Context: an optimization exercise on an open-source flow, tuned for small area, a short achievable clock period and few clock cycles per item. The choices shown serve that exercise and are no tape-out recipe.
Where RTL was checked, it was by simulation tests only, not by an equivalence proof against the original.
Function not checked in runs 2 to 6: the RTL went through the layout flow alone.

==> flow/design.v, too long to show whole: its modules and the start of the top module <==
// module Final: 2096 lines
// module Final_fa: 4 lines
module Final(
    rst_n,
    clk,
    in_valid,
    weight_valid,
    I,
    W,
    out_valid,
    OUT
);
  // ...
==> flow/flow/run.sh <==
#!/bin/bash
# Own layout flow: the standard flow (standard.sh, unchanged synthesis and
# steps) with
#  - port buffers made from the small sky130_fd_sc_hd__buf_1 instead of the
#    default delay buffer;
#  - clock tree synthesis without dummy loads and with smaller clock buffers.
# The make output goes to standard_flow.log here; ORFS keeps each step's log
# under orfs/logs.
set -euo pipefail
export BUFFER_PORTS_ARGS="-buffer_cell sky130_fd_sc_hd__buf_1"
export CTS_ARGS="-sink_clustering_enable -repair_clock_nets -dont_use_dummy_load -buf_list {sky130_fd_sc_hd__clkbuf_4 sky130_fd_sc_hd__clkbuf_8} -root_buf sky130_fd_sc_hd__clkbuf_8"
bash standard.sh > standard_flow.log 2>&1
==> flow/standard.sh <==
#!/bin/bash
# synth_recipe.tcl (not shown) runs the flow's synth.tcl, then flattens the netlist and writes it again
# the make line also repeats each setting of config.mk as NAME=value (left out here)
make -C /OpenROAD-flow-scripts/flow DESIGN_CONFIG=/design/flow/config.mk WORK_HOME=/design/flow/orfs CLKGATE_MAP_FILE= SYNTH_SCRIPT=/design/flow/synth_recipe.tcl "${@:-finish}"
==> flow/config.mk <==
export PLATFORM = sky130hd
export DESIGN_NAME = Final
export DESIGN_NICKNAME = Final
export VERILOG_FILES = /design/flow/design.v
export SDC_FILE = /design/flow/constraint.sdc
export NUM_CORES = 4
export LEC_CHECK = 0
export CAP_MARGIN = 20
export CORE_MARGIN = 2
export CORE_UTILIZATION = 40
export SETUP_SLACK_MARGIN = 4
export SLEW_MARGIN = 20
export SYNTH_HIERARCHICAL = 1
==> flow/constraint.sdc <==
create_clock -name core_clock -period 10.0 [get_ports {clk}]
set_input_delay 2.0000 -clock core_clock [delete_from_list [all_inputs] [get_ports {clk}]]
set_output_delay 2.0000 -clock core_clock [all_outputs]
set_load 0.01 [all_outputs]
==> impl_metrics.tcl, run 1 <==
set metrics [dict create \
    viasPerCell 5.222 \
    cpPeakStageDelay_ns 0.64 \
    period_needed_ns 5.956 \
    grt_pass1_vias 13870 \
    outcome "complete, no violations" \
    crit_chain "clkbuf_16, buf_16, mux2_2, nand2_1, fa_1, fa_1, fa_2, fa_1, fa_1, fa_1, fa_1" \
    critPathTopFamily "adder cells" \
    wl_met3_um 4398 \
    sh_seq_area 0.2146 \
    synth_top_area_frac 0.5378 \
    post_cts_buffers 0 \
    fillers 4314 \
    ant_nets 0 \
    setup_slack_ns 4.044 \
    num_vias 12190 \
    cp-startpoint "weight_valid" \
    ys_warn_count 7 \
    wl_met1_um 24820 \
    ys_seq_area_frac 0.2416 \
    cts.repair.resized 6 \
    multi_input_cells 1217 \
    cts_tree "yes" \
    fmax_mhz 167.9 \
    grt.overflow.total 0 \
    final_cell_mix "515 x nand2_1, 446 x fa_1, 270 x buf_1" \
    tightest_slew_ns 0.8305 \
    final_area_um2 20830 \
    async_flop_share 0.6754 \
    die_area_um2 47990 \
    synth_edf_count 0 \
]
Testbench counts, summed over its fixed seeds: cycles 3,200, items 3,200.
==> run 2: changes to the inputs <==
--- a/flow/design.v
+++ b/flow/design.v
@@ -11,21 +11,24 @@
     input rst_n;
     input clk;
     input in_valid;
     input weight_valid;
     input [127:0] I;
     input [127:0] W;
     output reg out_valid;
     output [12:0] OUT;
+  reg          wz;
   reg  [127:0] weight;
-  wire [127:0] wn = weight_valid ? W : weight;
+  wire [127:0] wn = ({128{weight_valid}} & W) | ({128{~weight_valid & ~wz}} & weight);
   always @(posedge clk or negedge rst_n)
-    if (~rst_n) weight <= 128'd0;
-    else        weight <= wn;
+    if (~rst_n)            wz <= 1'b1;
+    else if (weight_valid) wz <= 1'b0;
+  always @(posedge clk)
+    weight <= wn;
   always @(posedge clk or negedge rst_n)
     if (~rst_n) out_valid <= 1'b0;
     else        out_valid <= in_valid;
   wire [511:0] pp;
   reg [61:0] cs;
   wire s0;
   wire c1;
   wire s2;
@@ -1633,18 +1636,18 @@
   Final_fa us200 (.a(c77), .b(c79), .c(c81), .s(s200), .co(c201));
   Final_fa us202 (.a(c83), .b(c85), .c(c87), .s(s202), .co(c203));
   Final_fa us204 (.a(s162), .b(s164), .c(s166), .s(s204), .co(c205));
   Final_fa us206 (.a(s168), .b(s170), .c(s172), .s(s206), .co(c207));
   Final_fa us208 (.a(s174), .b(s176), .c(s178), .s(s208), .co(c209));
   Final_fa us210 (.a(s180), .b(s182), .c(s184), .s(s210), .co(c211));
   Final_fa us212 (.a(s186), .b(s188), .c(s190), .s(s212), .co(c213));
   Final_fa us214 (.a(s192), .b(s194), .c(c97), .s(s214), .co(c215));
-  Final_fa us216 (.a(c89), .b(c91), .c(s196), .s(s216), .co(c217));
-  Final_fa us218 (.a(c93), .b(c95), .c(s198), .s(s218), .co(c219));
+  Final_fa us216 (.a(s196), .b(c89), .c(c91), .s(s216), .co(c217));
+  Final_fa us218 (.a(c93), .b(s198), .c(c95), .s(s218), .co(c219));
   Final_fa us220 (.a(s200), .b(s202), .c(s204), .s(s220), .co(c221));
   Final_fa us222 (.a(s206), .b(s208), .c(s210), .s(s222), .co(c223));
   Final_fa us224 (.a(pp[102]), .b(pp[105]), .c(pp[108]), .s(s224), .co(c225));
   Final_fa us226 (.a(pp[115]), .b(pp[118]), .c(pp[121]), .s(s226), .co(c227));
   Final_fa us228 (.a(pp[124]), .b(pp[12]), .c(pp[131]), .s(s228), .co(c229));
   Final_fa us230 (.a(pp[134]), .b(pp[137]), .c(pp[140]), .s(s230), .co(c231));
   Final_fa us232 (.a(pp[147]), .b(pp[150]), .c(pp[153]), .s(s232), .co(c233));
   Final_fa us234 (.a(pp[156]), .b(pp[163]), .c(pp[166]), .s(s234), .co(c235));
@@ -1706,38 +1709,38 @@
   Final_fa us346 (.a(s270), .b(s272), .c(s274), .s(s346), .co(c347));
   Final_fa us348 (.a(s276), .b(s278), .c(s280), .s(s348), .co(c349));
   Final_fa us350 (.a(s282), .b(s284), .c(s286), .s(s350), .co(c351));
   Final_fa us352 (.a(s288), .b(s290), .c(s292), .s(s352), .co(c353));
   Final_fa us354 (.a(s294), .b(s296), .c(s298), .s(s354), .co(c355));
   Final_fa us356 (.a(s300), .b(s302), .c(s304), .s(s356), .co(c357));
   Final_fa us358 (.a(s306), .b(c163), .c(c165), .s(s358), .co(c359));
   Final_fa us360 (.a(c167), .b(c169), .c(c171), .s(s360), .co(c361));
-  Final_fa us362 (.a(c173), .b(c175), .c(c177), .s(s362), .co(c363));
-  Final_fa us364 (.a(c179), .b(c181), .c(c183), .s(s364), .co(c365));
-  Final_fa us366 (.a(c185), .b(c187), .c(c189), .s(s366), .co(c367));
-  Final_fa us368 (.a(c191), .b(c193), .c(c195), .s(s368), .co(c369));
-  Final_fa us370 (.a(s308), .b(s310), .c(s312), .s(s370), .co(c371));
+  Final_fa us362 (.a(c173), .b(c175), .c(s308), .s(s362), .co(c363));
+  Final_fa us364 (.a(c177), .b(c179), .c(c181), .s(s364), .co(c365));
+  Final_fa us366 (.a(c183), .b(c185), .c(c187), .s(s366), .co(c367));
+  Final_fa us368 (.a(c189), .b(c191), .c(c193), .s(s368), .co(c369));
+  Final_fa us370 (.a(c195), .b(s310), .c(s312), .s(s370), .co(c371));
   Final_fa us372 (.a(s314), .b(s316), .c(s318), .s(s372), .co(c373));
   Final_fa us374 (.a(s320), .b(s322), .c(s324), .s(s374), .co(c375));
   Final_fa us376 (.a(s326), .b(s328), .c(s330), .s(s376), .co(c377));
   Final_fa us378 (.a(s332), .b(s334), .c(s336), .s(s378), .co(c379));
   Final_fa us380 (.a(s338), .b(s340), .c(s342), .s(s380), .co(c381));
   Final_fa us382 (.a(s344), .b(s346), .c(s348), .s(s382), .co(c383));
   Final_fa us384 (.a(s350), .b(s352), .c(s354), .s(s384), .co(c385));
   Final_fa us386 (.a(s356), .b(c197), .c(c199), .s(s386), .co(c387));
   Final_fa us388 (.a(c201), .b(c203), .c(c205), .s(s388), .co(c389));
   Final_fa us390 (.a(c207), .b(s358), .c(s360), .s(s390), .co(c391));
-  Final_fa us392 (.a(c209), .b(c211), .c(c213), .s(s392), .co(c393));
-  Final_fa us394 (.a(s362), .b(s364), .c(s366), .s(s394), .co(c395));
+  Final_fa us392 (.a(s362), .b(c209), .c(c211), .s(s392), .co(c393));
+  Final_fa us394 (.a(c213), .b(s364), .c(s366), .s(s394), .co(c395));
   Final_fa us396 (.a(s368), .b(s370), .c(s372), .s(s396), .co(c397));
   Final_fa us398 (.a(s374), .b(s376), .c(s378), .s(s398), .co(c399));
   Final_fa us400 (.a(s380), .b(s382), .c(s384), .s(s400), .co(c401));
-  Final_fa us402 (.a(c215), .b(c217), .c(c219), .s(s402), .co(c403));
-  Final_fa us404 (.a(c221), .b(s386), .c(s388), .s(s404), .co(c405));
+  Final_fa us402 (.a(c215), .b(c217), .c(s386), .s(s402), .co(c403));
+  Final_fa us404 (.a(c219), .b(c221), .c(s388), .s(s404), .co(c405));
   Final_fa us406 (.a(s390), .b(c223), .c(s392), .s(s406), .co(c407));
   Final_fa us408 (.a(s394), .b(s396), .c(1'b1), .s(s408), .co(c409));
   Final_fa us410 (.a(pp[103]), .b(pp[106]), .c(pp[109]), .s(s410), .co(c411));
   Final_fa us412 (.a(pp[10]), .b(pp[119]), .c(pp[122]), .s(s412), .co(c413));
   Final_fa us414 (.a(pp[125]), .b(pp[135]), .c(pp[138]), .s(s414), .co(c415));
   Final_fa us416 (.a(pp[13]), .b(pp[141]), .c(pp[151]), .s(s416), .co(c417));
   Final_fa us418 (.a(pp[154]), .b(pp[157]), .c(pp[167]), .s(s418), .co(c419));
   Final_fa us420 (.a(pp[170]), .b(pp[173]), .c(pp[183]), .s(s420), .co(c421));
@@ -1803,35 +1806,35 @@
   Final_fa us540 (.a(s474), .b(s476), .c(s478), .s(s540), .co(c541));
   Final_fa us542 (.a(s480), .b(s482), .c(s484), .s(s542), .co(c543));
   Final_fa us544 (.a(s486), .b(s488), .c(s490), .s(s544), .co(c545));
   Final_fa us546 (.a(s492), .b(s494), .c(s496), .s(s546), .co(c547));
   Final_fa us548 (.a(s498), .b(s500), .c(s502), .s(s548), .co(c549));
   Final_fa us550 (.a(s504), .b(s506), .c(s508), .s(s550), .co(c551));
   Final_fa us552 (.a(s510), .b(s512), .c(s514), .s(s552), .co(c553));
   Final_fa us554 (.a(s516), .b(s518), .c(s520), .s(s554), .co(c555));
-  Final_fa us556 (.a(c359), .b(c361), .c(c363), .s(s556), .co(c557));
-  Final_fa us558 (.a(c365), .b(c367), .c(c369), .s(s558), .co(c559));
-  Final_fa us560 (.a(c371), .b(c373), .c(c375), .s(s560), .co(c561));
-  Final_fa us562 (.a(s522), .b(s524), .c(s526), .s(s562), .co(c563));
+  Final_fa us556 (.a(s522), .b(c359), .c(c361), .s(s556), .co(c557));
+  Final_fa us558 (.a(c363), .b(c365), .c(c367), .s(s558), .co(c559));
+  Final_fa us560 (.a(c369), .b(c371), .c(c373), .s(s560), .co(c561));
+  Final_fa us562 (.a(c375), .b(s524), .c(s526), .s(s562), .co(c563));
   Final_fa us564 (.a(s528), .b(c377), .c(c379), .s(s564), .co(c565));
   Final_fa us566 (.a(c381), .b(c383), .c(c385), .s(s566), .co(c567));
   Final_fa us568 (.a(s530), .b(s532), .c(s534), .s(s568), .co(c569));
   Final_fa us570 (.a(s536), .b(s538), .c(s540), .s(s570), .co(c571));
   Final_fa us572 (.a(s542), .b(s544), .c(s546), .s(s572), .co(c573));
   Final_fa us574 (.a(s548), .b(s550), .c(s552), .s(s574), .co(c575));
   Final_fa us576 (.a(s554), .b(c387), .c(c389), .s(s576), .co(c577));
-  Final_fa us578 (.a(c391), .b(c393), .c(c395), .s(s578), .co(c579));
-  Final_fa us580 (.a(c397), .b(s556), .c(s558), .s(s580), .co(c581));
+  Final_fa us578 (.a(s556), .b(c391), .c(c393), .s(s578), .co(c579));
+  Final_fa us580 (.a(c395), .b(c397), .c(s558), .s(s580), .co(c581));
   Final_fa us582 (.a(s560), .b(s562), .c(c399), .s(s582), .co(c583));
-  Final_fa us584 (.a(c401), .b(s564), .c(s566), .s(s584), .co(c585));
+  Final_fa us584 (.a(s564), .b(c401), .c(s566), .s(s584), .co(c585));
   Final_fa us586 (.a(s568), .b(s570), .c(s572), .s(s586), .co(c587));
-  Final_fa us588 (.a(s574), .b(c409), .c(c403), .s(s588), .co(c589));
-  Final_fa us590 (.a(c405), .b(s576), .c(c407), .s(s590), .co(c591));
-  Final_fa us592 (.a(s578), .b(s580), .c(1'b1), .s(s592), .co(c593));
+  Final_fa us588 (.a(s574), .b(c403), .c(c409), .s(s588), .co(c589));
+  Final_fa us590 (.a(s576), .b(c405), .c(s578), .s(s590), .co(c591));
+  Final_fa us592 (.a(c407), .b(s580), .c(1'b1), .s(s592), .co(c593));
   Final_fa us594 (.a(pp[107]), .b(pp[110]), .c(pp[11]), .s(s594), .co(c595));
   Final_fa us596 (.a(pp[123]), .b(pp[126]), .c(pp[139]), .s(s596), .co(c597));
   Final_fa us598 (.a(pp[142]), .b(pp[14]), .c(pp[155]), .s(s598), .co(c599));
   Final_fa us600 (.a(pp[158]), .b(pp[171]), .c(pp[174]), .s(s600), .co(c601));
   Final_fa us602 (.a(pp[187]), .b(pp[190]), .c(pp[203]), .s(s602), .co(c603));
   Final_fa us604 (.a(pp[206]), .b(pp[219]), .c(pp[222]), .s(s604), .co(c605));
   Final_fa us606 (.a(pp[235]), .b(pp[238]), .c(pp[251]), .s(s606), .co(c607));
   Final_fa us608 (.a(pp[254]), .b(pp[267]), .c(pp[270]), .s(s608), .co(c609));
@@ -1880,33 +1883,33 @@
   Final_fa us694 (.a(s654), .b(s656), .c(s658), .s(s694), .co(c695));
   Final_fa us696 (.a(s660), .b(s662), .c(s664), .s(s696), .co(c697));
   Final_fa us698 (.a(s666), .b(s668), .c(s670), .s(s698), .co(c699));
   Final_fa us700 (.a(c523), .b(c525), .c(c527), .s(s700), .co(c701));
   Final_fa us702 (.a(c529), .b(c531), .c(c533), .s(s702), .co(c703));
   Final_fa us704 (.a(c535), .b(c537), .c(c539), .s(s704), .co(c705));
   Final_fa us706 (.a(c541), .b(c543), .c(c545), .s(s706), .co(c707));
   Final_fa us708 (.a(c547), .b(s672), .c(s674), .s(s708), .co(c709));
-  Final_fa us710 (.a(s676), .b(s678), .c(c549), .s(s710), .co(c711));
-  Final_fa us712 (.a(c551), .b(c553), .c(c555), .s(s712), .co(c713));
-  Final_fa us714 (.a(s680), .b(s682), .c(s684), .s(s714), .co(c715));
+  Final_fa us710 (.a(s676), .b(s678), .c(s680), .s(s710), .co(c711));
+  Final_fa us712 (.a(c549), .b(c551), .c(c553), .s(s712), .co(c713));
+  Final_fa us714 (.a(c555), .b(s682), .c(s684), .s(s714), .co(c715));
   Final_fa us716 (.a(s686), .b(s688), .c(s690), .s(s716), .co(c717));
   Final_fa us718 (.a(s692), .b(s694), .c(s696), .s(s718), .co(c719));
   Final_fa us720 (.a(s698), .b(c557), .c(c559), .s(s720), .co(c721));
-  Final_fa us722 (.a(c561), .b(c563), .c(s700), .s(s722), .co(c723));
+  Final_fa us722 (.a(c561), .b(s700), .c(c563), .s(s722), .co(c723));
   Final_fa us724 (.a(c565), .b(c567), .c(c569), .s(s724), .co(c725));
   Final_fa us726 (.a(c571), .b(c573), .c(s702), .s(s726), .co(c727));
   Final_fa us728 (.a(s704), .b(s706), .c(s708), .s(s728), .co(c729));
-  Final_fa us730 (.a(c575), .b(s710), .c(s712), .s(s730), .co(c731));
+  Final_fa us730 (.a(s710), .b(c575), .c(s712), .s(s730), .co(c731));
   Final_fa us732 (.a(s714), .b(s716), .c(s718), .s(s732), .co(c733));
-  Final_fa us734 (.a(c577), .b(c579), .c(c581), .s(s734), .co(c735));
-  Final_fa us736 (.a(s720), .b(s722), .c(c583), .s(s736), .co(c737));
+  Final_fa us734 (.a(c577), .b(s720), .c(c579), .s(s734), .co(c735));
+  Final_fa us736 (.a(c581), .b(s722), .c(c583), .s(s736), .co(c737));
   Final_fa us738 (.a(c585), .b(c587), .c(s724), .s(s738), .co(c739));
   Final_fa us740 (.a(s726), .b(s728), .c(s730), .s(s740), .co(c741));
-  Final_fa us742 (.a(s732), .b(c593), .c(c589), .s(s742), .co(c743));
+  Final_fa us742 (.a(s732), .b(c589), .c(c593), .s(s742), .co(c743));
   Final_fa us744 (.a(pp[111]), .b(pp[127]), .c(pp[143]), .s(s744), .co(c745));
   Final_fa us746 (.a(pp[159]), .b(pp[15]), .c(pp[175]), .s(s746), .co(c747));
   Final_fa us748 (.a(pp[191]), .b(pp[207]), .c(pp[223]), .s(s748), .co(c749));
   Final_fa us750 (.a(pp[239]), .b(pp[255]), .c(pp[271]), .s(s750), .co(c751));
   Final_fa us752 (.a(pp[287]), .b(pp[303]), .c(pp[319]), .s(s752), .co(c753));
   Final_fa us754 (.a(pp[31]), .b(pp[335]), .c(pp[351]), .s(s754), .co(c755));
   Final_fa us756 (.a(pp[367]), .b(pp[383]), .c(pp[399]), .s(s756), .co(c757));
   Final_fa us758 (.a(pp[415]), .b(pp[431]), .c(pp[447]), .s(s758), .co(c759));
@@ -1921,77 +1924,77 @@
   Final_fa us776 (.a(c627), .b(c629), .c(c631), .s(s776), .co(c777));
   Final_fa us778 (.a(c633), .b(c635), .c(s744), .s(s778), .co(c779));
   Final_fa us780 (.a(s746), .b(s748), .c(s750), .s(s780), .co(c781));
   Final_fa us782 (.a(s752), .b(s754), .c(s756), .s(s782), .co(c783));
   Final_fa us784 (.a(s758), .b(s760), .c(s762), .s(s784), .co(c785));
   Final_fa us786 (.a(c637), .b(c639), .c(c641), .s(s786), .co(c787));
   Final_fa us788 (.a(c643), .b(c645), .c(c647), .s(s788), .co(c789));
   Final_fa us790 (.a(c649), .b(c651), .c(c653), .s(s790), .co(c791));
-  Final_fa us792 (.a(c655), .b(c657), .c(c659), .s(s792), .co(c793));
-  Final_fa us794 (.a(c661), .b(c663), .c(c665), .s(s794), .co(c795));
-  Final_fa us796 (.a(c667), .b(c669), .c(c671), .s(s796), .co(c797));
-  Final_fa us798 (.a(s764), .b(s766), .c(s768), .s(s798), .co(c799));
+  Final_fa us792 (.a(c655), .b(c657), .c(s764), .s(s792), .co(c793));
+  Final_fa us794 (.a(c659), .b(c661), .c(c663), .s(s794), .co(c795));
+  Final_fa us796 (.a(c665), .b(c667), .c(c669), .s(s796), .co(c797));
+  Final_fa us798 (.a(c671), .b(s766), .c(s768), .s(s798), .co(c799));
   Final_fa us800 (.a(s770), .b(s772), .c(s774), .s(s800), .co(c801));
   Final_fa us802 (.a(s776), .b(s778), .c(s780), .s(s802), .co(c803));
   Final_fa us804 (.a(s782), .b(s784), .c(c673), .s(s804), .co(c805));
   Final_fa us806 (.a(c675), .b(c677), .c(c679), .s(s806), .co(c807));
   Final_fa us808 (.a(c681), .b(c683), .c(c685), .s(s808), .co(c809));
   Final_fa us810 (.a(c687), .b(c689), .c(c691), .s(s810), .co(c811));
   Final_fa us812 (.a(c693), .b(s786), .c(s788), .s(s812), .co(c813));
-  Final_fa us814 (.a(s790), .b(c695), .c(c697), .s(s814), .co(c815));
-  Final_fa us816 (.a(c699), .b(s792), .c(s794), .s(s816), .co(c817));
+  Final_fa us814 (.a(s790), .b(s792), .c(c695), .s(s814), .co(c815));
+  Final_fa us816 (.a(c697), .b(c699), .c(s794), .s(s816), .co(c817));
   Final_fa us818 (.a(s796), .b(s798), .c(s800), .s(s818), .co(c819));
-  Final_fa us820 (.a(s802), .b(c701), .c(c703), .s(s820), .co(c821));
-  Final_fa us822 (.a(c705), .b(c707), .c(c709), .s(s822), .co(c823));
-  Final_fa us824 (.a(s804), .b(s806), .c(c711), .s(s824), .co(c825));
+  Final_fa us820 (.a(s802), .b(c701), .c(s804), .s(s820), .co(c821));
+  Final_fa us822 (.a(c703), .b(c705), .c(c707), .s(s822), .co(c823));
+  Final_fa us824 (.a(s806), .b(c709), .c(c711), .s(s824), .co(c825));
   Final_fa us826 (.a(c713), .b(c715), .c(c717), .s(s826), .co(c827));
   Final_fa us828 (.a(s808), .b(s810), .c(s812), .s(s828), .co(c829));
-  Final_fa us830 (.a(c719), .b(s814), .c(s816), .s(s830), .co(c831));
+  Final_fa us830 (.a(s814), .b(c719), .c(s816), .s(s830), .co(c831));
   Final_fa us832 (.a(s818), .b(c721), .c(c723), .s(s832), .co(c833));
-  Final_fa us834 (.a(c725), .b(c727), .c(c729), .s(s834), .co(c835));
-  Final_fa us836 (.a(s820), .b(s822), .c(c731), .s(s836), .co(c837));
-  Final_fa us838 (.a(s824), .b(s826), .c(s828), .s(s838), .co(c839));
-  Final_fa us840 (.a(s830), .b(c733), .c(c735), .s(s840), .co(c841));
+  Final_fa us834 (.a(s820), .b(c725), .c(c727), .s(s834), .co(c835));
+  Final_fa us836 (.a(c729), .b(s822), .c(s824), .s(s836), .co(c837));
+  Final_fa us838 (.a(c731), .b(c733), .c(s826), .s(s838), .co(c839));
+  Final_fa us840 (.a(s828), .b(s830), .c(c735), .s(s840), .co(c841));
   Final_fa us842 (.a(s832), .b(c737), .c(c739), .s(s842), .co(c843));
-  Final_fa us844 (.a(s834), .b(c741), .c(1'b1), .s(s844), .co(c845));
+  Final_fa us844 (.a(s834), .b(s836), .c(1'b1), .s(s844), .co(c845));
   Final_fa us846 (.a(c745), .b(c747), .c(c749), .s(s846), .co(c847));
   Final_fa us848 (.a(c751), .b(c753), .c(c755), .s(s848), .co(c849));
   Final_fa us850 (.a(c757), .b(c759), .c(c761), .s(s850), .co(c851));
   Final_fa us852 (.a(c763), .b(c765), .c(c767), .s(s852), .co(c853));
   Final_fa us854 (.a(c769), .b(c771), .c(c773), .s(s854), .co(c855));
   Final_fa us856 (.a(c775), .b(c777), .c(c779), .s(s856), .co(c857));
   Final_fa us858 (.a(c781), .b(c783), .c(c785), .s(s858), .co(c859));
   Final_fa us860 (.a(s846), .b(s848), .c(s850), .s(s860), .co(c861));
   Final_fa us862 (.a(c787), .b(c789), .c(c791), .s(s862), .co(c863));
-  Final_fa us864 (.a(c793), .b(c795), .c(c797), .s(s864), .co(c865));
-  Final_fa us866 (.a(c799), .b(c801), .c(s852), .s(s866), .co(c867));
-  Final_fa us868 (.a(s854), .b(c803), .c(s856), .s(s868), .co(c869));
+  Final_fa us864 (.a(c793), .b(s852), .c(c795), .s(s864), .co(c865));
+  Final_fa us866 (.a(c797), .b(c799), .c(c801), .s(s866), .co(c867));
+  Final_fa us868 (.a(s854), .b(s856), .c(c803), .s(s868), .co(c869));
   Final_fa us870 (.a(s858), .b(s860), .c(c805), .s(s870), .co(c871));
   Final_fa us872 (.a(c807), .b(c809), .c(c811), .s(s872), .co(c873));
-  Final_fa us874 (.a(c813), .b(s862), .c(c815), .s(s874), .co(c875));
-  Final_fa us876 (.a(c817), .b(c819), .c(s864), .s(s876), .co(c877));
-  Final_fa us878 (.a(s866), .b(s868), .c(c821), .s(s878), .co(c879));
-  Final_fa us880 (.a(c823), .b(s870), .c(c825), .s(s880), .co(c881));
+  Final_fa us874 (.a(s862), .b(c813), .c(c815), .s(s874), .co(c875));
+  Final_fa us876 (.a(s864), .b(c817), .c(c819), .s(s876), .co(c877));
+  Final_fa us878 (.a(s866), .b(s868), .c(s870), .s(s878), .co(c879));
+  Final_fa us880 (.a(c821), .b(c823), .c(c825), .s(s880), .co(c881));
   Final_fa us882 (.a(c827), .b(c829), .c(s872), .s(s882), .co(c883));
-  Final_fa us884 (.a(c831), .b(s874), .c(s876), .s(s884), .co(c885));
-  Final_fa us886 (.a(c833), .b(s878), .c(c835), .s(s886), .co(c887));
-  Final_fa us888 (.a(c837), .b(c839), .c(s880), .s(s888), .co(c889));
+  Final_fa us884 (.a(s874), .b(c831), .c(s876), .s(s884), .co(c885));
+  Final_fa us886 (.a(s878), .b(c833), .c(c835), .s(s886), .co(c887));
+  Final_fa us888 (.a(c837), .b(s880), .c(c839), .s(s888), .co(c889));
   Final_fa us890 (.a(s882), .b(s884), .c(1'b1), .s(s890), .co(c891));
   Final_fa us892 (.a(c847), .b(c849), .c(c851), .s(s892), .co(c893));
   Final_fa us894 (.a(c853), .b(c855), .c(c857), .s(s894), .co(c895));
   Final_fa us896 (.a(c859), .b(c861), .c(s892), .s(s896), .co(c897));
   Final_fa us898 (.a(c863), .b(c865), .c(c867), .s(s898), .co(c899));
-  Final_fa us900 (.a(c869), .b(s894), .c(s896), .s(s900), .co(c901));
+  Final_fa us900 (.a(s894), .b(c869), .c(s896), .s(s900), .co(c901));
   Final_fa us902 (.a(c871), .b(c873), .c(c875), .s(s902), .co(c903));
-  Final_fa us904 (.a(c877), .b(s898), .c(s900), .s(s904), .co(c905));
+  Final_fa us904 (.a(s898), .b(c877), .c(s900), .s(s904), .co(c905));
   Final_fa us906 (.a(c879), .b(c881), .c(c883), .s(s906), .co(c907));
-  Final_fa us908 (.a(c885), .b(s902), .c(1'b1), .s(s908), .co(c909));
+  Final_fa us908 (.a(s902), .b(c885), .c(1'b1), .s(s908), .co(c909));
   Final_fa us910 (.a(c893), .b(c895), .c(c897), .s(s910), .co(c911));
-  Final_fa us912 (.a(c899), .b(c901), .c(1'b1), .s(s912), .co(c913));
+  Final_fa us912 (.a(c899), .b(s910), .c(1'b1), .s(s912), .co(c913));
   Final_fa us914 (.a(cs[0]), .b(cs[1]), .c(cs[2]), .s(s914), .co(c915));
   Final_fa us916 (.a(cs[3]), .b(cs[4]), .c(cs[5]), .s(s916), .co(c917));
   Final_fa us918 (.a(cs[10]), .b(cs[11]), .c(cs[6]), .s(s918), .co(c919));
   Final_fa us920 (.a(cs[7]), .b(cs[8]), .c(cs[9]), .s(s920), .co(c921));
   Final_fa us922 (.a(c915), .b(c917), .c(s918), .s(s922), .co(c923));
   Final_fa us924 (.a(cs[12]), .b(cs[13]), .c(cs[14]), .s(s924), .co(c925));
   Final_fa us926 (.a(cs[15]), .b(cs[16]), .c(cs[17]), .s(s926), .co(c927));
   Final_fa us928 (.a(c919), .b(c921), .c(s924), .s(s928), .co(c929));
@@ -2020,17 +2023,17 @@
   Final_fa us974 (.a(cs[51]), .b(cs[52]), .c(cs[53]), .s(s974), .co(c975));
   Final_fa us976 (.a(c965), .b(c967), .c(s972), .s(s976), .co(c977));
   Final_fa us978 (.a(s974), .b(c969), .c(s976), .s(s978), .co(c979));
   Final_fa us980 (.a(cs[54]), .b(cs[55]), .c(cs[56]), .s(s980), .co(c981));
   Final_fa us982 (.a(cs[57]), .b(cs[58]), .c(cs[59]), .s(s982), .co(c983));
   Final_fa us984 (.a(c973), .b(c975), .c(s980), .s(s984), .co(c985));
   Final_fa us986 (.a(s982), .b(c977), .c(s984), .s(s986), .co(c987));
   Final_fa us988 (.a(cs[60]), .b(cs[61]), .c(c981), .s(s988), .co(c989));
-  Final_fa us990 (.a(c983), .b(c985), .c(s988), .s(s990), .co(c991));
+  Final_fa us990 (.a(c983), .b(s988), .c(c985), .s(s990), .co(c991));
   always @(posedge clk) begin
     cs[0] <= s4;
     cs[1] <= s6;
     cs[2] <= s8;
     cs[3] <= s20;
     cs[4] <= s22;
     cs[5] <= s24;
     cs[6] <= s86;
@@ -2058,35 +2061,35 @@
     cs[28] <= s588;
     cs[29] <= s590;
     cs[30] <= c591;
     cs[31] <= s734;
     cs[32] <= s736;
     cs[33] <= s738;
     cs[34] <= s740;
     cs[35] <= s742;
-    cs[36] <= s836;
+    cs[36] <= c741;
     cs[37] <= s838;
     cs[38] <= c743;
-    cs[39] <= s844;
-    cs[40] <= s840;
+    cs[39] <= s840;
+    cs[40] <= s844;
     cs[41] <= s842;
-    cs[42] <= c845;
-    cs[43] <= c841;
-    cs[44] <= s890;
-    cs[45] <= c843;
-    cs[46] <= s886;
+    cs[42] <= c841;
+    cs[43] <= c845;
+    cs[44] <= s886;
+    cs[45] <= s890;
+    cs[46] <= c843;
     cs[47] <= s888;
     cs[48] <= s904;
     cs[49] <= s908;
-    cs[50] <= c891;
-    cs[51] <= c887;
-    cs[52] <= c889;
-    cs[53] <= s906;
-    cs[54] <= s910;
+    cs[50] <= c887;
+    cs[51] <= c891;
+    cs[52] <= s906;
+    cs[53] <= c889;
+    cs[54] <= c901;
     cs[55] <= s912;
     cs[56] <= c903;
     cs[57] <= c905;
     cs[58] <= c909;
     cs[59] <= c907;
     cs[60] <= c911;
     cs[61] <= c913;
   end
==> flow/flow/run.sh (replaced) <==
#!/bin/bash
# Own layout flow: the standard flow (standard.sh, unchanged synthesis and
# steps) with the port buffers made from the small sky130_fd_sc_hd__buf_1
# instead of the default delay buffer. Each tool's output goes to a log here.
set -euo pipefail
export BUFFER_PORTS_ARGS="-buffer_cell sky130_fd_sc_hd__buf_1"
bash standard.sh > standard_flow.log 2>&1
==> flow/config.mk (replaced) <==
export PLATFORM = sky130hd
export DESIGN_NAME = Final
export DESIGN_NICKNAME = Final
export VERILOG_FILES = /design/flow/design.v
export SDC_FILE = /design/flow/constraint.sdc
export NUM_CORES = 4
export LEC_CHECK = 0
export CAP_MARGIN = 20
export CORE_MARGIN = 2
export CORE_UTILIZATION = 40
export SETUP_SLACK_MARGIN = 4.5
export SLEW_MARGIN = 20
export SYNTH_HIERARCHICAL = 1
==> run 2 against run 1 <==
Routed wire length up 12%. Worst setup slack worse by 0.12 ns. Worst hold slack worse by 0.045 ns. Clock-buffer cell count up 4. Cell count up 1.6%. Clock skew down 0.023 ns. Still clean on timing, DRC and antenna. Sequential share of layout area down 4.5 points. Flip-flop and latch count up 1. Register-to-register slack worse by 0.64 ns.
==> impl_metrics.tcl, run 2 <==
set metrics [dict create \
    rows 76 \
    layout.nets 2542 \
    drt_iter0_markers 1199 \
    cts_hold_buf 0 \
    ant_nets 0 \
    endpoint_kind "flop" \
    synth_edf_count 0 \
    die_y_um 214.0 \
    busiest_layer "met2" \
    cp-start-kind "input port" \
    final_cell_mix "491 x nand2_1, 342 x fa_2, 266 x buf_1" \
    cp_common_cell "fa_2" \
    synth_area_per_cell_um2 12.10 \
    synthMostInstantiatedCell "nand2_1" \
    netlist_instances 1458 \
    maxCapViolations 0 \
    hold_violations 0 \
    skew_ns 0.01686 \
    r2r-start "wz$_DFFE_PN1P_" \
    worstPathRequired_ns 10.35 \
    start_util 0.4078 \
    holdCritPathClass "flop to flop" \
    num_vias 12890 \
    crit_path_top_delay_cell "fa_2" \
    viasPerCell 5.435 \
    hpwlAfterDp_um 53400 \
    fmax_mhz 164.6 \
    grt_pass1_vias 14300 \
    holdCritStartpoint "weight[74]$_DFF_P_" \
    rsz0062_at_grt "true" \
    core_area_um2 43270 \
    arrival_ns 6.42 \
    synth_top_area_frac 0.5639 \
    crit_chain "clkbuf_16, nor2_4, buf_12, buf_16, buf_16, buf_4, a22o_4, nand2_1, fa_2, fa_2, fa_2, fa_1, fa_2, fa_2, fa_2" \
    slew_viol_final 0 \
    layout-drive-gt1-share 0.3406 \
    clock_tree.root_cell "clkbuf_16" \
    synth_cell_types 37 \
    grt.overflow.total 0 \
    final_core_util 0.5272 \
    cts.sinks 192 \
    criticalPathCategory "input port to flop" \
    io_buffers 273 \
    yosys-top-cells-area "fa_1 56%, dfxtp_1 22%, nand2_1 11%" \
    top_regs "weight x128, cs x62" \
    syn_area_um2 17640 \
    grt_pass1_wl_um 98610 \
    worstSkewPairLatency_ns 0.48 \
    ys_seq_area_frac 0.2185 \
    stdcell_count 2372 \
    period_share 0.6075 \
    path_max_fanout 8 \
    yosys.area.top_type "fa_1" \
    cts.path.max_buffers 2 \
    numCtsBuffers 17 \
    setup-tns-final_ns 0 \
    wl_per_cell_um 28.75 \
    largest_reg_flops 128 \
    fp.dieW_um 214.0 \
    cts_tree "yes" \
    grtUsageMet3 0.06184 \
    ys_ff_latch 192 \
    grt_start_max_net_pins 49 \
    final_common_cell "nand2_1" \
    htreeDepth 4 \
    async_flop_share 0.01042 \
    drc 0 \
    ys_warn_count 7 \
    period_needed_ns 6.075 \
    setup_viol 0 \
    ys.flop_type "dfxtp_1" \
    use_met2 0.4963 \
    cp-startpoint "weight_valid" \
    die_area_um2 45810 \
    cpPeakStageDelay_ns 0.58 \
    finalWeightedCongestion 0.9796 \
    antenna_found_initial 2 \
    largest_register "weight" \
    dpl.cell_count 2298 \
    synth.top_cells.by_count "516 x nand2_1, 497 x fa_1, 190 x dfxtp_1" \
    gr-usage-met1 0.4061 \
    clkTransAtPathRegs_ns 0.07 \
    first_pass_iters 5 \
    syn2layout_area_growth_pct 29.28 \
    wirelength_um 68190 \
    io_pins 274 \
    grt_usage 0.3048 \
    outcome "complete, no violations" \
]
-- run 2: cell types whose count changed after synthesis, sizes merged, moves of 2 or more --
cell    delta
clkbuf     +2
dfrtp    -128
mux2     -128
a22o     +128
buf       +12
dfxtp    +128
-- run 2: repair_timing --
action                                  CTS  global route
gates cloned                             13             2
gates resized for setup                 288            75
pin swaps                               168           113
buffers inserted                         16            10
endpoints found under the setup margin   51            38
-- run 2: worst paths after layout --
check | to | cells after the start | slack (ns)
setup / recovery | cs[40]$_DFF_P_ | 15 | 3.92
hold / removal | weight[74]$_DFF_P_ | 1 | 0.49
setup reg to reg | cs[40]$_DFF_P_ | 14 | 5.03
hold reg to reg | weight[74]$_DFF_P_ | 1 | 0.49
max in group asynchronous | wz$_DFFE_PN1P_ | 1 | 8.47
min in group asynchronous | out_valid$_DFF_PN0_ | 1 | 1.31
-- run 2: cell families (layout without fill, tap and decap cells) --
logic type | Yosys count | in the layout | synth area share
adders and majority gates | 509 | 509 | 0.5724
xor gates and xnor gates | 7 | 7 | 0.003475
buffers and inverters | 54 | 374 | 0.01333
DFF | 192 | 192 | 0.2185
AOI/OAI and AO/OA | 155 | 155 | 0.07410
other | 1 | 10 | 0.0002125
and+or+nand+nor | 540 | 540 | 0.1180
-- run 2: final cells by class --
class	count	area [um2]
sequential	192	3862
tap	585	732.0
antenna	2	5.005
inverter	26	97.59
clock inverter	10	88.84
timing repair buffer	317	1793
multi-input combinational	1219	15770
fill	3805	20460
clock buffer	21	460.4
-- run 2: worst max-delay path: cells and delay by family --
family | cells | cell delay, ns
AO/OA/AOI/OAI | 1 | 0.13
adder cells (fa/ha/maj) | 7 | 3.22
buffers and inverters | 5 | 0.85
AND/OR/NAND/NOR | 2 | 0.17
-- run 2: metal layers --
layer / vias up / share of wire
li1: 5302 / -
met1: 6773 / 0.40
met2: 703 / 0.48
met3: 115 / 0.083
met4: 0 / 0.038
met5: - / 0
-- run 2: per-stage QoR --
step,hold WS [ns],worst slack (ns),area [um2]
3_5_place_dp,0.4960,2.758,19890
3_3_place_gp,0.4968,2.826,19890
2_1_floorplan,0.4850,4.044,18340
6_report,0.4920,3.925,22810
5_1_grt,0.5043,3.868,22810
4_1_cts,0.4852,3.955,22430
-- run 2: Yosys stat by module, one instance, submodules excluded --
module | flops+latches | times used | cells | cell area [um2]
Final_fa | 0 | 496 | 1 | 20.02
Final | 192 | 1 | 962 | 7715
==> run 3: changes to the inputs <==
--- a/flow/config.mk
+++ b/flow/config.mk
@@ -9,5 +9,5 @@
 export CORE_MARGIN = 2
 export CORE_UTILIZATION = 40
-export SETUP_SLACK_MARGIN = 4.5
+export SETUP_SLACK_MARGIN = 4
 export SLEW_MARGIN = 20
 export SYNTH_HIERARCHICAL = 1
==> run 3 against run 2 <==
Critical endpoint is now cs[45]$_DFF_P_. Die area unchanged. Sequential share of layout area up 0.65 points. Worst setup slack better by 0.060 ns. Still clean. Non-clock buffer count down 16. Cell count down 0.67%. Clock skew down 0.0044 ns.
==> impl_metrics.tcl, run 3 <==
set metrics [dict create \
    endpoint_kind "flop" \
    dpl-instance-area_um2 19540 \
    htreeDepth 4 \
    wl_met3_um 4473 \
    synth_cell_types 37 \
    maxCapViolations 0 \
    period_share 0.6015 \
    worst_r2r_path_depth 13 \
    finalWeightedCongestion 0.9825 \
    wl_per_cell_um 27.53 \
    viasPerCell 5.287 \
    hold_violations 0 \
    wirelength_um 64860 \
    grt.overflow.total 0 \
    synth_top_area_frac 0.5639 \
    ant_nets 0 \
    tightest_slew_ns 0.5111 \
    rsz0062_at_grt "true" \
    worstPathRequired_ns 10.38 \
    path_max_fanout 8 \
    ys_seq_area_frac 0.2185 \
    period_needed_ns 6.015 \
    r2r-start "wz$_DFFE_PN1P_" \
    cts.path.max_buffers 2 \
    drc 0 \
    ys_warn_count 7 \
    final_area_um2 21930 \
    r2r_setup_slack_ns 5.09 \
    slew_viol_final 0 \
    worstSkewPairLatency_ns 0.50 \
    min_path_cells 1 \
    setup.worst_path.end "cs[45]$_DFF_P_" \
    skew_ns 0.01250 \
    arrival_ns 6.40 \
    cp-startpoint "weight_valid" \
    fmax_mhz 166.2 \
    drt_iter0_markers 1105 \
    clock_tree.root_cell "clkbuf_16" \
    synth_area_per_cell_um2 12.10 \
    criticalPathCategory "input port to flop" \
    grt_start_max_net_pins 74 \
    layout.nets 2526 \
    fp.dieW_um 214.0 \
    met2_length_um 30910 \
    io_buffers 273 \
    core_area_um2 43270 \
    largest_reg_flops 128 \
    top_regs "weight x128, cs x62" \
    cts_tree "yes" \
    cp-start-kind "input port" \
    synth_edf_count 0 \
    ys.flop_type "dfxtp_1" \
    holdWs_ns 0.4891 \
    syn_area_um2 17640 \
    die_y_um 214.0 \
    rows 76 \
    outcome "complete, no violations" \
    slew-limit-headroom 0.6593 \
    io_pins 274 \
    reg2reg_to "cs[45]$_DFF_P_" \
    yosys.area.top_type "fa_1" \
    cts_hold_buf 0 \
    grt_pass1_vias 13950 \
    setup_viol 0 \
    setup-tns-final_ns 0 \
    num_vias 12460 \
    numCtsBuffers 17 \
    wl_met1_um 27500 \
    holdCritStartpoint "weight[95]$_DFF_P_" \
    ys_ff_latch 192 \
    yosys-top-cells-area "fa_1 56%, dfxtp_1 22%, nand2_1 11%" \
    cts.sinks 192 \
    netlist_instances 1458 \
    die_area_um2 45810 \
    clkTransAtPathRegs_ns 0.08 \
    final_common_cell "nand2_1" \
    syn2layout_area_growth_pct 24.27 \
    holdCritPathClass "flop to flop" \
    grt_usage 0.2838 \
    antenna_found_initial 1 \
    routed.top_layer "met4" \
    synth.top_cells.by_count "516 x nand2_1, 497 x fa_1, 190 x dfxtp_1" \
    grt_pass1_wl_um 92640 \
    hpwlAfterDp_um 53310 \
    final_cell_mix "513 x nand2_1, 337 x fa_1, 272 x buf_1" \
    start_util 0.4078 \
    synthMostInstantiatedCell "nand2_1" \
    async_flop_share 0.01042 \
    largest_register "weight" \
    layout-drive-gt1-share 0.1989 \
    first_pass_iters 5 \
]
[run 3: cell counts after synthesis]
Identical to the previous run, type by type.
[run 3: Yosys stat by module (local to each module, per instance)]
| module | times used | cell area [um2] |
|---|---|---|
| Final | 1 | 7715 |
| Final_fa | 496 | 20.02 |
[run 3: worst min path at each step]
stage | end | slack (ns)
6_report | weight[95]$_DFF_P_ | 0.49
5_1_grt | weight[76]$_DFF_P_ | 0.50
4_1_cts | weight[99]$_DFF_P_ | 0.49
3_5_place_dp | wz$_DFFE_PN1P_ | 0.50
3_3_place_gp | wz$_DFFE_PN1P_ | 0.50
2_1_floorplan | wz$_DFFE_PN1P_ | 0.49
[run 3: timing repair]
| action | 4_1_cts | 5_1_grt |
|---|---|---|
| resized for setup | 165 | 77 |
| pin swaps | 31 | 21 |
| cloned | 6 | 8 |
| buffers inserted | 7 | 3 |
| endpoints found under the setup margin | 32 | 18 |
[run 3: layout make-up]
| type | instances | area, um2 |
|---|---|---|
| antenna | 1 | 2.502 |
| clock buffer | 21 | 470.5 |
| clock inverter | 11 | 175.2 |
| fill | 3850 | 21340 |
| inverter | 26 | 97.59 |
| multi-input combinational | 1219 | 14950 |
| sequential | 192 | 3855 |
| tap | 585 | 732.0 |
| timing repair buffer | 301 | 1648 |
[run 3: worst max-delay path, cell delays in order]
cell	delay, ns
clkbuf_16	0.14
nor2_4	0.10
buf_12	0.18
buf_12	0.14
buf_16	0.15
a22o_4	0.16
nand2_1	0.09
fa_1	0.54
fa_2	0.45
fa_2	0.60
fa_2	0.46
fa_2	0.39
fa_2	0.59
fa_1	0.41
[run 3: cells by family (layout without fill, tap and decap cells)]
group	Yosys count	after routing	synth area share
xor gates and xnor gates	7	7	0.003475
DFF	192	192	0.2185
and+or+nand+nor	540	540	0.1180
AOI/OAI and AO/OA	155	155	0.07410
adders and majority gates	509	509	0.5724
other	1	9	0.0002125
buffers and inverters	54	359	0.01333
[run 3: stage by stage]
step | util | worst slack (ns) | std cells
after floorplan | - | 3.997 | 1465
after global placement | 0.4515 | 2.865 | 2299
after detailed placement | 0.4515 | 2.812 | 2299
after CTS | 0.4953 | 3.960 | 2344
after global routing | 0.5068 | 3.921 | 2356
final | 0.5068 | 3.985 | 2356
[run 3: metal layers]
layer	track usage	vias up
met3	0.05035	90
li1	-	5274
met4	0.09021	0
met1	0.3891	6576
met2	0.4611	516
met5	0	-
==> run 4: changes to the inputs <==
--- a/flow/config.mk
+++ b/flow/config.mk
@@ -9,5 +9,5 @@
 export CORE_MARGIN = 2
 export CORE_UTILIZATION = 40
-export SETUP_SLACK_MARGIN = 4
+export SETUP_SLACK_MARGIN = 3.5
 export SLEW_MARGIN = 20
 export SYNTH_HIERARCHICAL = 1
==> run 4 against run 3 <==
Via count decreased by 3.2%. Die area stayed put. Largest cell class unchanged. Synthesized cell count unchanged. Core utilization fell by 4.2 points. Global-route usage decreased by 1.3 points. Routed wire length is 7.4% lower. Register-to-register slack worse by 0.14 ns. Worst setup slack got worse by 0.33 ns.
==> impl_metrics.tcl, run 4 <==
set metrics [dict create \
    io_pins 274 \
    synth_area_per_cell_um2 12.10 \
    synth_cell_types 37 \
    synth_edf_count 0 \
    wirelength_um 60080 \
    synth.top_cells.by_count "516 x nand2_1, 497 x fa_1, 190 x dfxtp_1" \
    yosys.area.top_type "fa_1" \
    cpPeakStageDelay_ns 0.53 \
    htreeDepth 4 \
    netlist_instances 1458 \
    cts.path.max_buffers 2 \
    layout-drive-gt1-share 0.04564 \
    grt_start_max_net_pins 74 \
    final_common_cell "nand2_1" \
    rsz0062_at_grt "true" \
    routed.top_layer "met4" \
    crit_path_top_delay_cell "fa_1" \
    grt_usage 0.2711 \
    fmax_mhz 157.7 \
    cts_tree "yes" \
    critPathBufInv 4 \
    io_buffers 273 \
    syn2layout_area_growth_pct 13.92 \
    yosys-top-cells-area "fa_1 56%, dfxtp_1 22%, nand2_1 11%" \
    synth_top_area_frac 0.5639 \
    period_share 0.6342 \
    slew-limit-headroom 0.6212 \
    wl_met3_um 4245 \
    fillers 4022 \
    grt_pass1_wl_um 88640 \
    async_flop_share 0.01042 \
    ys.flop_type "dfxtp_1" \
    synthMostInstantiatedCell "nand2_1" \
    grt.overflow.total 0 \
    holdCritPathClass "flop to flop" \
    grt_pass1_vias 13710 \
    tightest_slew_ns 0.5669 \
    period_needed_ns 6.342 \
    finalWeightedCongestion 0.9601 \
    final_cell_mix "516 x nand2_1, 492 x fa_1, 272 x buf_1" \
    endpoint_kind "flop" \
    arrival_ns 6.70 \
    ys_warn_count 7 \
    worstPathRequired_ns 10.36 \
    die_area_um2 45810 \
    cts.sinks 192 \
    hold_violations 0 \
    layout.nets 2509 \
    seqCellArea_um2 3855 \
    start_util 0.4078 \
    crit_chain "clkbuf_16, nor2_4, buf_4, buf_4, buf_4, a22o_1, nand2_1, fa_1, fa_1, fa_1, fa_1, fa_1, fa_1, fa_1" \
    num_vias 12060 \
    dpl.cell_count 2300 \
    largest_reg_flops 128 \
    ys_seq_area_frac 0.2185 \
    viasPerCell 5.158 \
    setup_viol 0 \
    insertedDiodeCount 0 \
    final_area_um2 20100 \
    first_pass_iters 5 \
    die_y_um 214.0 \
    drt_iter0_markers 994 \
    critPathTopFamily "adder cells" \
    met2_length_um 29130 \
    fp.dieW_um 214.0 \
    cp_common_cell "fa_1" \
    drc 0 \
    numCtsBuffers 17 \
    rows 76 \
    multi_input_area_um2 13680 \
    ant_nets 0 \
    clock_tree.root_cell "clkbuf_16" \
    skew_ns 0.01416 \
    top_regs "weight x128, cs x62" \
    cts_hold_buf 0 \
    stdcell_count 2338 \
    worstSkewPairLatency_ns 0.47 \
    wl_per_cell_um 25.70 \
    largest_register "weight" \
    path_max_fanout 60 \
    ys_ff_latch 192 \
    setup-tns-final_ns 0 \
    holdWs_ns 0.4865 \
    core_area_um2 43270 \
    maxCapViolations 0 \
    cp-start-kind "input port" \
    outcome "complete, no violations" \
    slew_viol_final 0 \
    hpwlAfterDp_um 52930 \
    clkTransAtPathRegs_ns 0.08 \
    syn_area_um2 17640 \
    wl_met1_um 24260 \
    antenna_found_initial 1 \
    dpl-instance-area_um2 19340 \
    criticalPathCategory "input port to flop" \
]
-- run 4: cell counts after synthesis --
Identical to the previous run, type by type.
-- run 4: kinds of logic (layout without fill, tap and decap cells) --
group                      count (synthesis)  in the layout  share of synthesized area
and+or+nand+nor                          540            541                     0.1180
buffers and inverters                     54            341                    0.01333
AOI/OAI and AO/OA                        155            155                    0.07410
other                                      1              8                  0.0002125
DFF                                      192            192                     0.2185
xor gates and xnor gates                   7              7                   0.003475
adders and majority gates                509            509                     0.5724
-- run 4: per-layer routing --
layer,vias up,global-route usage
met3,84,0.06369
li1,5218,-
met5,-,0
met1,6262,0.3487
met4,0,0.1184
met2,495,0.4402
-- run 4: metrics by stage --
step	setup slack, ns	util
2_1_floorplan	3.796	-
3_3_place_gp	1.971	0.4470
3_5_place_dp	1.917	0.4470
4_1_cts	3.539	0.4617
5_1_grt	3.495	0.4646
6_report	3.658	0.4646
-- run 4: area by class of cell --
type	count	area share
inverter	26	0.004855
timing repair buffer	283	0.05882
clock inverter	12	0.005478
clock buffer	20	0.02222
multi-input combinational	1220	0.6804
sequential	192	0.1918
tap	585	0.03641
-- run 4: what timing repair did --
action / in CTS / in global routing
pin swaps: 1 / 0
endpoints found under the setup margin: 39 / 13
gates resized for setup: 9 / 31
gates cloned: 1 / 1
buffers inserted: 4 / 0
-- run 4: per-module statistics from Yosys, one instance, submodules excluded --
module,flops+latches,area [um2],copies in the design
Final_fa,0,20.02,496
Final,192,7715,1
-- run 4: worst paths after layout --
| check | from | end | slack (ns) | cells after the start |
|---|---|---|---|---|
| setup / recovery | weight_valid | cs[45]$_DFF_P_ | 3.66 | 14 |
| max in group asynchronous | rst_n | wz$_DFFE_PN1P_ | 8.49 | 1 |
| hold / removal | weight[91]$_DFF_P_ | weight[91]$_DFF_P_ | 0.49 | 1 |
| min in group asynchronous | rst_n | out_valid$_DFF_PN0_ | 1.30 | 1 |
| hold reg to reg | weight[91]$_DFF_P_ | weight[91]$_DFF_P_ | 0.49 | 1 |
| setup reg to reg | wz$_DFFE_PN1P_ | cs[35]$_DFF_P_ | 4.95 | 13 |
==> run 5: changes to the inputs <==
==> flow/flow/run.sh (replaced) <==
#!/bin/bash
# Own layout flow: the standard flow (standard.sh, unchanged synthesis and
# steps) with
#  - port buffers made from the small sky130_fd_sc_hd__buf_1 instead of the
#    default delay buffer;
#  - clock tree synthesis without dummy loads and with smaller clock buffers.
# The make output goes to standard_flow.log here; ORFS keeps each step's log
# under orfs/logs.
set -euo pipefail
export BUFFER_PORTS_ARGS="-buffer_cell sky130_fd_sc_hd__buf_1"
export CTS_ARGS="-sink_clustering_enable -sink_clustering_size 14 -repair_clock_nets -dont_use_dummy_load -buf_list {sky130_fd_sc_hd__clkbuf_4 sky130_fd_sc_hd__clkbuf_8} -root_buf sky130_fd_sc_hd__clkbuf_8"
bash standard.sh > standard_flow.log 2>&1
--- a/flow/config.mk
+++ b/flow/config.mk
@@ -9,5 +9,5 @@
 export CORE_MARGIN = 2
 export CORE_UTILIZATION = 40
-export SETUP_SLACK_MARGIN = 3.5
+export SETUP_SLACK_MARGIN = 4
 export SLEW_MARGIN = 20
 export SYNTH_HIERARCHICAL = 1
==> run 5 against run 4 <==
Die area did not move. Clock-buffer cell count fell by 3. Synthesized cell count is the same. Non-clock buffer count rose by 10. Register-to-register slack improved by 0.15 ns. Global-route usage is 0.99 points higher. Worst hold slack improved by 0.0062 ns. Cell count is 0.26% lower. Flip-flop and latch count stayed put. Highest routed layer unchanged.
==> impl_metrics.tcl, run 5 <==
set metrics [dict create \
    finalWeightedCongestion 0.9825 \
    critPathTopFamily "adder cells" \
    cp_common_cell "fa_1" \
    period_share 0.6005 \
    core_area_um2 43270 \
    drc 0 \
    grt_start_max_net_pins 74 \
    wl_per_cell_um 27.29 \
    maxCapViolations 0 \
    slew_viol_final 0 \
    crit_chain "buf_12, nor2_4, buf_12, buf_12, buf_16, a22o_4, nand2_1, fa_1, fa_1, fa_1, fa_1, fa_2, fa_1, fa_1" \
    outcome "complete, no violations" \
    cp-start-kind "input port" \
    grt.overflow.total 0 \
    setup-tns-final_ns 0 \
    grt_usage 0.2811 \
    numCtsBuffers 17 \
    synth_top_area_frac 0.5639 \
    layout.nets 2518 \
    layout-drive-gt1-share 0.1483 \
    die_y_um 214.0 \
    first_pass_iters 5 \
    grt_pass1_vias 13830 \
    fmax_mhz 166.5 \
    syn_area_um2 17640 \
    clock_tree.root_cell "clkbuf_8" \
    worstSkewPairLatency_ns 0.58 \
    num_vias 12360 \
    netlist_instances 1458 \
    dpl-instance-area_um2 19540 \
    start_util 0.4078 \
    async_flop_share 0.01042 \
    synth_area_per_cell_um2 12.10 \
    fp.dieW_um 214.0 \
    io_buffers 273 \
    synth_edf_count 0 \
    insertedDiodeCount 0 \
    endpoint_kind "flop" \
    setup_slack_ns 3.995 \
    hpwlAfterDp_um 53310 \
    hold_violations 0 \
    htreeDepth 4 \
    period_needed_ns 6.005 \
    wirelength_um 63630 \
    cts.path.max_buffers 2 \
    syn2layout_area_growth_pct 18.89 \
    setup_viol 0 \
    grt_pass1_wl_um 91720 \
    cpPeakStageDelay_ns 0.62 \
    final_area_um2 20980 \
    arrival_ns 6.46 \
    ys.flop_type "dfxtp_1" \
    synth_cell_types 37 \
    ys_warn_count 7 \
    rsz0062_at_grt "true" \
    largest_reg_flops 128 \
    worstPathRequired_ns 10.46 \
    ant_nets 0 \
    final_common_cell "nand2_1" \
    synthMostInstantiatedCell "nand2_1" \
    largest_register "weight" \
    skew_ns 0.03141 \
    pre_cts_ws_ns 2.812 \
    synth.top_cells.by_count "516 x nand2_1, 497 x fa_1, 190 x dfxtp_1" \
    yosys.area.top_type "fa_1" \
    cts_tree "yes" \
    criticalPathCategory "input port to flop" \
    viasPerCell 5.301 \
    critPathBufInv 4 \
    io_pins 274 \
    crit_path_top_delay_cell "fa_1" \
    drt_iter0_markers 1126 \
    final_cell_mix "514 x nand2_1, 378 x fa_1, 272 x buf_1" \
    clkTransAtPathRegs_ns 0.10 \
    ys_ff_latch 192 \
    holdCritPathClass "flop to flop" \
    yosys-top-cells-area "fa_1 56%, dfxtp_1 22%, nand2_1 11%" \
    antenna_found_initial 0 \
    path_max_fanout 21 \
    die_area_um2 45810 \
    rows 76 \
    top_regs "weight x128, cs x62" \
    ys_seq_area_frac 0.2185 \
    cts.sinks 192 \
]
run 5: cell counts after synthesis:
No cell type changed its count.
run 5: cell families (layout without fill, tap and decap cells):
family	Yosys count	after routing	synth area share
compound gates	155	155	0.07410
fa+ha+maj	509	509	0.5724
buf+inv	54	336	0.01333
xor+xnor	7	7	0.003475
other cells	1	8	0.0002125
simple gates	540	540	0.1180
flops	192	192	0.2185
run 5: cell type report:
| class | instances | area, um2 |
|---|---|---|
| Clock buffer | 17 | 234.0 |
| Fill cell | 3956 | 22290 |
| Inverter | 26 | 97.59 |
| Multi-Input combinational cell | 1219 | 14570 |
| Sequential cell | 192 | 3855 |
| Tap cell | 585 | 732.0 |
| Timing Repair Buffer | 293 | 1491 |
run 5: layer usage:
layer	global-route usage	wire, um	up-vias
met3	0.04837	4382	69
met2	0.4590	30520	554
met1	0.3898	27150	6511
li1	-	-	5228
met4	0.07576	1583	0
met5	0	0	-
run 5: path summary, 6_finish.rpt:
check                                        start                   to  slack, ns  cells after the start
min in group asynchronous                    rst_n  out_valid$_DFF_PN0_       1.21                      1
max in group asynchronous                    rst_n       wz$_DFFE_PN1P_       8.58                      1
worst min register to register  weight[95]$_DFF_P_   weight[95]$_DFF_P_       0.49                      1
worst max-delay path                  weight_valid       cs[35]$_DFF_P_       4.00                     14
worst max register to register      wz$_DFFE_PN1P_       cs[45]$_DFF_P_       5.10                     13
worst min-delay path            weight[95]$_DFF_P_   weight[95]$_DFF_P_       0.49                      1
run 5: worst reg2reg max path, stage by stage (launching register included):
cell and delay (ns):
dfstp_2 0.56, nor2_4 0.05, buf_12 0.16, buf_12 0.15
buf_16 0.16, a22o_4 0.26, nand2_1 0.11, fa_1 0.48
fa_2 0.44, fa_2 0.60, fa_2 0.46, fa_2 0.39
fa_1 0.59, fa_1 0.42
run 5: per-stage QoR:
| step | util | hold slack (ns) | cells |
|---|---|---|---|
| 6_report | 0.4848 | 0.4926 | 2332 |
| 5_1_grt | 0.4848 | 0.5120 | 2332 |
| 4_1_cts | 0.4780 | 0.4895 | 2326 |
| 3_5_place_dp | 0.4515 | 0.4970 | 2299 |
| 3_3_place_gp | 0.4515 | 0.4990 | 2299 |
| 2_1_floorplan | - | 0.4852 | 1465 |
run 5: per-module statistics from Yosys (local to each module, per instance):
module	cell area, um2	cells inside	flip-flops and latches
Final	7715	962	192
Final_fa	20.02	1	0
run 5: timing repair:
action / in CTS / in global routing
pin swaps: 10 / 21
resized for setup: 116 / 46
hold buffers: 0 / 0
setup buffers: 5 / 1
cloned: 5 / 5
endpoints found under the setup margin: 30 / 19
==> run 6: changes to the inputs <==
--- a/flow/flow/run.sh
+++ b/flow/flow/run.sh
@@ -9,4 +9,4 @@
 set -euo pipefail
 export BUFFER_PORTS_ARGS="-buffer_cell sky130_fd_sc_hd__buf_1"
-export CTS_ARGS="-sink_clustering_enable -sink_clustering_size 14 -repair_clock_nets -dont_use_dummy_load -buf_list {sky130_fd_sc_hd__clkbuf_4 sky130_fd_sc_hd__clkbuf_8} -root_buf sky130_fd_sc_hd__clkbuf_8"
+export CTS_ARGS="-sink_clustering_enable -repair_clock_nets -dont_use_dummy_load -buf_list {sky130_fd_sc_hd__clkbuf_4 sky130_fd_sc_hd__clkbuf_8} -root_buf sky130_fd_sc_hd__clkbuf_8"
 bash standard.sh > standard_flow.log 2>&1
--- a/flow/config.mk
+++ b/flow/config.mk
@@ -9,5 +9,5 @@
 export CORE_MARGIN = 2
 export CORE_UTILIZATION = 40
-export SETUP_SLACK_MARGIN = 4
+export SETUP_SLACK_MARGIN = 3.8
 export SLEW_MARGIN = 20
 export SYNTH_HIERARCHICAL = 1
==> run 6 against run 5 <==
Cell count down 0.26%. Global-route usage down 0.80 points. Highest routed layer unchanged. Sequential share of layout area up 0.45 points. Still clean on timing, DRC and antenna. Maximum frequency down 2.5%.
==> impl_metrics.tcl, run 6 <==
set metrics [dict create \
    outcome "complete, no violations" \
    grt_pass1_vias 13850 \
    rows 76 \
    busiest_layer "met2" \
    hpwlAfterDp_um 53180 \
    drc 0 \
    cts_tree "yes" \
    r2r-start "wz$_DFFE_PN1P_" \
    largest_reg_flops 128 \
    cts_hold_buf 0 \
    yosys.area.top_type "fa_1" \
    period_share 0.6161 \
    fp.dieW_um 214.0 \
    r2r_setup_slack_ns 5.08 \
    top_regs "weight x128, cs x62" \
    wirelength_um 62010 \
    grt_start_max_net_pins 74 \
    cts.sinks 192 \
    cp_common_cell "fa_1" \
    finalWeightedCongestion 0.9805 \
    worstSkewPairLatency_ns 0.52 \
    setup-tns-final_ns 0 \
    holdCritPathClass "flop to flop" \
    hold_violations 0 \
    start_util 0.4078 \
    ys.flop_type "dfxtp_1" \
    async_flop_share 0.01042 \
    ys_warn_count 7 \
    cts.path.max_buffers 2 \
    critPathBufInv 3 \
    syn2layout_area_growth_pct 16.05 \
    ys_seq_area_frac 0.2185 \
    synth_area_per_cell_um2 12.10 \
    final_area_um2 20480 \
    synth.top_cells.by_count "516 x nand2_1, 497 x fa_1, 190 x dfxtp_1" \
    htreeDepth 4 \
    cp-start-kind "input port" \
    fillers 4012 \
    synthMostInstantiatedCell "nand2_1" \
    period_needed_ns 6.161 \
    gr-usage-met1 0.3645 \
    slew_viol_final 0 \
    setup.worst_path.end "cs[40]$_DFF_P_" \
    setup_viol 0 \
    syn_area_um2 17640 \
    cp-startpoint "weight_valid" \
    io_pins 274 \
    critPathTopFamily "adder cells" \
    criticalPathCategory "input port to flop" \
    num_vias 12310 \
    yosys-top-cells-area "fa_1 56%, dfxtp_1 22%, nand2_1 11%" \
    largest_register "weight" \
    layout-drive-gt1-share 0.09661 \
    use_met2 0.4554 \
    netlist_instances 1458 \
    rsz0062_at_grt "true" \
    maxCapViolations 0 \
    layout.nets 2510 \
    die_y_um 214.0 \
    ant_nets 0 \
    grt_usage 0.2731 \
    ys_ff_latch 192 \
    clkTransAtPathRegs_ns 0.08 \
    arrival_ns 6.55 \
    first_pass_iters 5 \
    synth_edf_count 0 \
    die_area_um2 45810 \
    viasPerCell 5.292 \
    cp_num_cells 13 \
    cpPeakStageDelay_ns 0.58 \
    final_common_cell "nand2_1" \
    grtUsageMet3 0.04582 \
    crit_chain "clkbuf_4, nor2_4, buf_12, buf_16, a22o_2, nand2_1, fa_1, fa_1, fa_1, fa_1, fa_1, fa_1, fa_1" \
    wl_per_cell_um 26.66 \
    fmax_mhz 162.3 \
    grt_pass1_wl_um 89620 \
    reg2reg_to "cs[40]$_DFF_P_" \
    core_area_um2 43270 \
    final_cell_mix "516 x nand2_1, 473 x fa_1, 272 x buf_1" \
    numCtsBuffers 17 \
    synth_top_area_frac 0.5639 \
    antenna_found_initial 1 \
    synth_cell_types 37 \
    skew_ns 0.03327 \
    crit_path_top_delay_cell "fa_1" \
    grt.overflow.total 0 \
    clock_tree.root_cell "clkbuf_8" \
    worstPathRequired_ns 10.39 \
    endpoint_kind "flop" \
    path_max_fanout 18 \
    worst_r2r_path_depth 12 \
    dpl-instance-area_um2 19330 \
    drt_iter0_markers 1071 \
    io_buffers 273 \
]
-- run 6: per-layer routing --
layer | up-vias | routed length [um]
li1 | 5211 | -
met1 | 6502 | 25640
met2 | 505 | 30410
met3 | 91 | 3985
met4 | 0 | 1974
met5 | - | 0
-- run 6: cells by family (layout without fill, tap and decap cells) --
logic type,Yosys count,after routing,synth area share
other,1,10,0.0002125
xor gates and xnor gates,7,7,0.003475
AOI/OAI and AO/OA,155,155,0.07410
buffers and inverters,54,328,0.01333
adders and majority gates,509,509,0.5724
DFF,192,192,0.2185
and+or+nand+nor,540,540,0.1180
-- run 6: worst min-delay path by stage --
stage / start / end / cells after the start
global placement: wz$_DFFE_PN1P_ / wz$_DFFE_PN1P_ / 1
detailed placement: wz$_DFFE_PN1P_ / wz$_DFFE_PN1P_ / 1
CTS: weight[41]$_DFF_P_ / weight[41]$_DFF_P_ / 1
floorplan: wz$_DFFE_PN1P_ / wz$_DFFE_PN1P_ / 1
finish: weight[50]$_DFF_P_ / weight[50]$_DFF_P_ / 1
global route: weight[121]$_DFF_P_ / weight[121]$_DFF_P_ / 1
-- run 6: Yosys stat by module, one instance, submodules excluded --
module,flip-flops and latches,area (um2)
Final,192,7715
Final_fa,0,20.02
-- run 6: timing repair --
item,CTS,global route
buffers inserted,1,0
endpoints found under the setup margin,18,16
gates resized for setup,20,129
pin swaps,1,0
cloned,2,5
-- run 6: final cells by class --
class                   count  area, um2  area share
flip-flops and latches    192       3855      0.1883
clock buffers              17      234.0     0.01143
well taps                 585      732.0     0.03575
repair buffers            285       1310     0.06398
diodes                      2      5.005   0.0002444
inverters                  26      97.59    0.004766
multi-input cells        1219      14240      0.6956
-- run 6: stage by stage --
stage | hold WS, ns | setup slack, ns | cells | utilization
floorplan | 0.4655 | 3.810 | 1465 | -
global placement | 0.4948 | 2.875 | 2299 | 0.4468
detailed placement | 0.4973 | 2.871 | 2299 | 0.4468
CTS | 0.4997 | 3.786 | 2319 | 0.4563
global route | 0.5043 | 3.767 | 2324 | 0.4731
finish | 0.4928 | 3.839 | 2326 | 0.4733

[what the ideal ports hide]
No port has a modelled driver above. Below, the same layouts with a new extraction and two added sets of constraints.
Step 1, drivers: a clkbuf_16 drives clk and a buf_2 each remaining input, both assumed.
Step 2, shift: input delay + t, output delay - t, t = (earliest + latest rising clock arrival at the registers) / 2. This alone moves slack from input paths to output paths.
Three values: ideal ports, drivers, drivers and shift; two values: the first two.
run | t, ns | slack for setup (ns) | worst data-port slew with drivers (ns)
run 1 | 0.574 | 4.044 / 3.918 / 3.344 | 0.17
run 2 | 0.522 | 3.925 / 3.787 / 3.266 | 0.19
run 3 | 0.551 | 3.985 / 3.975 / 3.424 | 0.09
run 4 | 0.520 | 3.658 / 3.669 / 3.150 | 0.07
run 5 | 0.617 | 3.995 / 4.005 / 3.388 | 0.06
run 6 | 0.563 | 3.839 / 3.873 / 3.310 | 0.07
After both steps setup and hold are still met in every run listed. For run 1, which loses most, drivers alone change the setup slack by -0.126 ns; drivers and shift together by -0.700 ns.
